This design comes from an exercise in tuning for a short achievable clock period and few clock cycles on the open sky130 flow, not from production work.
RTL that was checked went through simulation tests only; none was proved equivalent to the original.
Power and IR drop assume default switching activity.

## run 1
==> flow/design.v (excerpt) <==
module Pipelined_CPU(
    input clk,
    input reset,
    output reg [31:0] iaddr,
    input [31:0] idata,
    output reg [31:0] daddr,
    input [31:0] drdata,
    output reg [31:0] dwdata,
    output reg [3:0] we,
    output reg [31:0] pc
    );
Settings: LEC_CHECK=0, CAP_MARGIN=20, CORE_MARGIN=2, CORE_UTILIZATION=50, SLEW_MARGIN=20; clock period 9.0 ns.
standard.sh (not shown) runs the stock make flow with config.mk's settings and CLKGATE_MAP_FILE= SYNTH_SCRIPT=/design/flow/synth_recipe.tcl, a recipe that flattens the netlist after the stock synthesis.
==> flow/flow/run.sh <==
#!/bin/bash
set -euo pipefail
bash standard.sh SETUP_SLACK_MARGIN=5.5 finish > standard_make.log 2>&1
Run 1 | status: complete | timing, DRC, antenna: pass
Testbench counts of run 1, summed over its fixed seeds: cycles 59,984.
Inputs modified between run 1 and run 2:
# run 1
export LEC_CHECK = 0
export CAP_MARGIN = 20
export CORE_MARGIN = 2
export CORE_UTILIZATION = 50
export SLEW_MARGIN = 20
create_clock -name core_clock -period 9.0 [get_ports {clk}]
# run 2
export LEC_CHECK = 0
export CAP_MARGIN = 20
export CORE_MARGIN = 2
export CORE_UTILIZATION = 50
export PLACE_DENSITY = 0.7
export SLEW_MARGIN = 20
create_clock -name core_clock -period 9.0 [get_ports {clk}]
[summary]
For run 2 and run 1, there was not a single run that failed to finish clean.
H-tree depth came out exactly the same in run 2 and run 1.
Looking at proportion of layout cells with a drive suffix above 1, run 2 sits 1.2 points above run 1.
Number of antenna cells inserted, run 2 and run 1: higher on run 2
NOTE: detailed-route wire length in run 2 exceeds that of run 1
NOTE: critical path depth in run 2 falls short of that of run 1
Per the comparison of run 2 with run 1, total chip power went up, area share of and/or/nand/nor cells after synthesis did not really move, post-layout worst setup margin went down, TritonCTS buffer count went down, global-route wire length before repair went up.
What run 3 does differently from run 2 at the input level:
# run 2
export LEC_CHECK = 0
export CAP_MARGIN = 20
export CORE_MARGIN = 2
export CORE_UTILIZATION = 50
export PLACE_DENSITY = 0.7
export SLEW_MARGIN = 20
create_clock -name core_clock -period 9.0 [get_ports {clk}]
# run 3
export LEC_CHECK = 0
export CAP_MARGIN = 20
export CORE_MARGIN = 2
export CORE_UTILIZATION = 40
export SLEW_MARGIN = 20
create_clock -name core_clock -period 9.0 [get_ports {clk}]
### Flow results
Changes observed in run 3 relative to run 2: first-pass GRT wire length stayed essentially flat, number of fill cells increased 5611, power density over cell area decreased by 0.64% relative to the old numbers, clock skew went up by 0.015 ns.
Delta (run 3 minus run 2): critical path depth now smaller; total length of routed wires lower; share of the final layout cell area in sequential cells stayed essentially flat.
Compared with run 2, in run 3 vias after detailed routing now sits lower, width of the die shows an increase of about 12%, tapcell count picked up an extra 513.
--- input diff run 3..run 4 ---
# run 3
export LEC_CHECK = 0
export CAP_MARGIN = 20
export CORE_MARGIN = 2
export CORE_UTILIZATION = 40
export SLEW_MARGIN = 20
create_clock -name core_clock -period 9.0 [get_ports {clk}]
# run 4
export LEC_CHECK = 0
export CAP_MARGIN = 20
export CORE_MARGIN = 2
export CORE_UTILIZATION = 50
export SLEW_MARGIN = 20
create_clock -name core_clock -period 9.0 [get_ports {clk}]
==> flow/flow/run.sh <==
#!/bin/bash
set -euo pipefail
bash standard.sh SETUP_SLACK_MARGIN=5.75 finish > standard_make.log 2>&1
In run 4, routing usage on met3 is higher than in run 3. Route | run 4 vs run 3 | wire shorter in run 4. In summary, run 4 completed successfully, with a layout that passed the timing, DRC and antenna checks. Summary of run 4 over run 3: count of cell instances traversed by the critical path down 2; sum of net half-perimeters after detailed placement went down; final routed wire length divided by cell count has increased; fraction of power consumed by combinational cells stayed essentially flat.

========
Another version of the RTL of Pipelined_CPU (not shown whole).
Size in the first run: ~1400 flip-flops, about 200 I/O pins, roughly 77000 sq um of cells after synthesis.
export LEC_CHECK = 0
export CAP_MARGIN = 20
export CORE_MARGIN = 2
export CORE_UTILIZATION = 40
export SLEW_MARGIN = 20
create_clock -name core_clock -period 9.0 [get_ports {clk}]
==> flow/flow/run.sh <==
#!/bin/bash
set -euo pipefail
bash standard.sh SETUP_SLACK_MARGIN=5.5 finish > standard_make.log 2>&1
The starting point finished clean.
Testbench counts at the start, summed over its fixed seeds: cycles 60,046.
Then changed:
Settings changed: CORE_UTILIZATION 40 to 50.
What happened: Synthesized cell count stays the same. Sequential share of layout area is higher by 0.34 points. Worst hold slack is worse by 0.020 ns. Clock skew is lower by 0.015 ns. Final area is lower by 1.1%. Utilization is higher by 12 points. Setup slack is worse by 0.024 ns. Die area is lower by 20%. Sequential cell count does not change.

========
Pipelined_CPU, a different RTL version from the one above (not shown whole).
Size in the first run: about 1,500 flip-flops, ~200 I/O pins, roughly 0.078 mm² of cells after synthesis.
Settings: LEC_CHECK=0, ABC_CLOCK_PERIOD_IN_PS=3000, CAP_MARGIN=20, CORE_MARGIN=2, CORE_UTILIZATION=40, SETUP_SLACK_MARGIN=5, SLEW_MARGIN=20; clock period 9.0 ns.
run.sh (not shown) runs the stock make flow with config.mk's settings and CLKGATE_MAP_FILE= SYNTH_SCRIPT=/design/flow/synth_recipe.tcl, a recipe that flattens the netlist after the stock synthesis.
Stock flow here: none of the scripts above is used.
The baseline went through all stages and came out clean.
==> next run, changes <==
==> flow/flow/run.sh (new file) <==
#!/bin/bash
set -euo pipefail
bash standard.sh SETUP_SLACK_MARGIN=6.2 finish > standard_make.log 2>&1
==> flow/standard.sh (new file) <==
#!/bin/bash
# synth_recipe.tcl (not shown) runs the flow's synth.tcl, then flattens the netlist and writes it again
# the make line also repeats each setting of config.mk as NAME=value (left out here)
make -C /OpenROAD-flow-scripts/flow DESIGN_CONFIG=/design/flow/config.mk WORK_HOME=/design/flow/orfs CLKGATE_MAP_FILE= SYNTH_SCRIPT=/design/flow/synth_recipe.tcl "${@:-finish}"
--- a/flow/config.mk
+++ b/flow/config.mk
@@ -11,3 +11,2 @@
 export CORE_UTILIZATION = 40
-export SETUP_SLACK_MARGIN = 5
 export SLEW_MARGIN = 20
removed: flow/run.sh
Effect:
- The changed run completed without violations
- core utilization goes up by 4.6 points
- wire length goes up by 11%
- worst hold slack degrades by 0.0051 ns
- area after synthesis does not change
- die area is unchanged
- setup slack improves by 0.067 ns
- global-route usage goes up by 2.9 points
- clock power goes up by about 3%
- clock-buffer cell count goes down by 33
No functional check of the RTL was part of any run of this note.

========
Pipelined_CPU, a different RTL version from the one above (not shown whole).
Size in the first run: ~1400 flip-flops, about 72000 sq um of cells after synthesis.
==> flow/design.v (excerpt) <==
module Pipelined_CPU(
    input clk,
    input reset,
    output reg [31:0] iaddr,
    input [31:0] idata,
    output reg [31:0] daddr,
    input [31:0] drdata,
    output reg [31:0] dwdata,
    output reg [3:0] we,
    output reg [31:0] pc
    );
clock: 9.0 ns
lec_check: 0
abc_clock_period_in_ps: 3000
cap_margin: 20
core_margin: 2
core_utilization: 40
setup_slack_margin: 5
slew_margin: 20
Stock flow here: none of the scripts above is used.
Testbench counts at the start, summed over its fixed seeds: cycles 61,859.
Then changed:
==> flow/flow/run.sh (new file) <==
#!/bin/bash
set -euo pipefail
bash standard.sh SETUP_SLACK_MARGIN=5.5 finish > standard_make.log 2>&1
==> flow/standard.sh (new file) <==
#!/bin/bash
# synth_recipe.tcl (not shown) runs the flow's synth.tcl, then flattens the netlist and writes it again
# the make line also repeats each setting of config.mk as NAME=value (left out here)
make -C /OpenROAD-flow-scripts/flow DESIGN_CONFIG=/design/flow/config.mk WORK_HOME=/design/flow/orfs CLKGATE_MAP_FILE= SYNTH_SCRIPT=/design/flow/synth_recipe.tcl "${@:-finish}"
ABC_CLOCK_PERIOD_IN_PS = unset   (was 3000)
SETUP_SLACK_MARGIN = unset   (was 5)
removed: flow/run.sh
The changed run completed with no timing, DRC or antenna violations.
Total power goes up by about 5%.
Routed wire length is higher by about 10%.
Combinational power is higher by 20%.
Area after synthesis is unchanged.
Worst setup slack is worse by 0.017 ns.
Die area is unchanged.
Critical path depth rose by 10.
Worst hold slack improves by 0.019 ns.
Then changed:
==> flow/flow/run.sh (replaced) <==
#!/bin/bash
set -euo pipefail
bash standard.sh SETUP_SLACK_MARGIN=6 finish > standard_make.log 2>&1
What happened:
- final area is higher by about 6%
- wire length grows by 6.5%
- sequential power barely changes
- combinational power is higher by about 10%
- total power climbs by about 1%
- flip-flop and latch count stays the same
- count of clock-buffer cells in the layout came out lower by 4
- register-to-register slack is worse by 0.44 ns
Then changed:
==> flow/flow/run.sh (replaced) <==
#!/bin/bash
set -euo pipefail
bash standard.sh SETUP_SLACK_MARGIN=5.25 finish > standard_make.log 2>&1
Worst hold slack hardly moves.
Fmax came out higher by 7.7%.
Worst setup slack gains 0.32 ns.
Clock power came out lower by about 1%.
Core utilization came out lower by 5.1 points.
Via count came out lower by 5.1%.
Final cell count came out lower by 4.5%.
Design area came out lower by about 9%.
Total power came out lower by about 4.4%.

========
== south ==
Another version of the RTL of Pipelined_CPU (not shown whole).
Size: ~1500 flip-flops, about 81000 sq um of cells after synthesis.
// Pipelined_CPU
module Pipelined_CPU(
    input clk,
    input reset,
    output reg [31:0] iaddr,
    input [31:0] idata,
    output reg [31:0] daddr,
    input [31:0] drdata,
    output reg [31:0] dwdata,
    output reg [3:0] we,
    output reg [31:0] pc
    );
clock: 9.0 ns
lec_check: 0
cap_margin: 20
core_margin: 2
core_utilization: 40
slew_margin: 20
standard.sh (not shown) runs the stock make flow with config.mk's settings and CLKGATE_MAP_FILE= SYNTH_SCRIPT=/design/flow/synth_recipe.tcl, a recipe that flattens the netlist after the stock synthesis.
==> flow/flow/run.sh <==
#!/bin/bash
set -euo pipefail
bash standard.sh SETUP_SLACK_MARGIN=5.5 finish > standard_make.log 2>&1
south: done, clean on timing, DRC and antenna
Testbench counts of south, summed over its fixed seeds: cycles 60,046.
diff inputs: south => east
Settings: CORE_UTILIZATION now 55, was 40.
### Flow results
Register-to-register setup slack: south vs east — no meaningful difference. Compare east and south | final total power lower: east. Diff south -> east | routed length on met3 | down by a few percent. Clock skew for east: 0.028 ns down relative to south. Number of global-route vias before repair, east vs south: down slightly.

port drivers added, routing unchanged:
The results above use ideal ports. As a check the final layouts listed here were re-extracted and re-timed, cells and wires unchanged.
Step 1 sets driving cells, clkbuf_16 on the clock port and buf_2 on the other inputs (assumed; they add their load-dependent delay and slew).
Step 2 moves the port delays by t, midway between the first and last clock arrival at a register: inputs arrive t later, outputs are due t later. That takes back most of the time a late clock gives input paths.
Slacks: ideal ports / drivers / drivers and shift; pairs: ideal ports / drivers.
run	t, ns	slack for setup (ns)	worst hold slack (ns)	slew at the worst register clock pin (ns)
run 1	0.918	4.983 / 4.859 / 3.940	0.374 / 0.374 / 0.374	0.07 / 0.07
run 2	0.950	4.909 / 4.695 / 3.746	0.401 / 0.401 / 0.401	0.08 / 0.08
run 3	0.923	4.871 / 4.641 / 3.718	0.375 / 0.375 / 0.375	0.07 / 0.07
run 4	0.903	4.994 / 4.860 / 3.957	0.366 / 0.366 / 0.366	0.07 / 0.07
the first run of note 2	0.911	4.976 / 4.790 / 3.878	0.396 / 0.396 / 0.396	0.07 / 0.07
the second run of note 2	0.902	4.952 / 4.814 / 3.912	0.377 / 0.377 / 0.377	0.07 / 0.07
the first run of note 3	0.893	4.098 / 4.098 / 3.494	0.373 / 0.373 / 0.373	0.07 / 0.07
the second run of note 3	0.915	4.164 / 4.226 / 3.310	0.368 / 0.368 / 0.368	0.07 / 0.07
the first run of note 4	0.877	4.951 / 4.725 / 3.848	0.348 / 0.348 / 0.348	0.07 / 0.07
the second run of note 4	0.853	4.934 / 4.884 / 4.031	0.367 / 0.367 / 0.367	0.07 / 0.07
the third run of note 4	0.895	4.497 / 4.497 / 4.127	0.368 / 0.368 / 0.368	0.07 / 0.07
the fourth run of note 4	0.864	4.819 / 4.814 / 3.950	0.368 / 0.368 / 0.368	0.07 / 0.07
south	0.964	4.943 / 4.635 / 3.672	0.359 / 0.359 / 0.359	0.07 / 0.07
east	0.907	4.955 / 4.811 / 3.904	0.353 / 0.353 / 0.353	0.08 / 0.08
After both steps setup and hold are still met in every run listed. For south, which loses most, drivers alone change the setup slack by -0.308 ns; drivers and shift together by -1.271 ns.
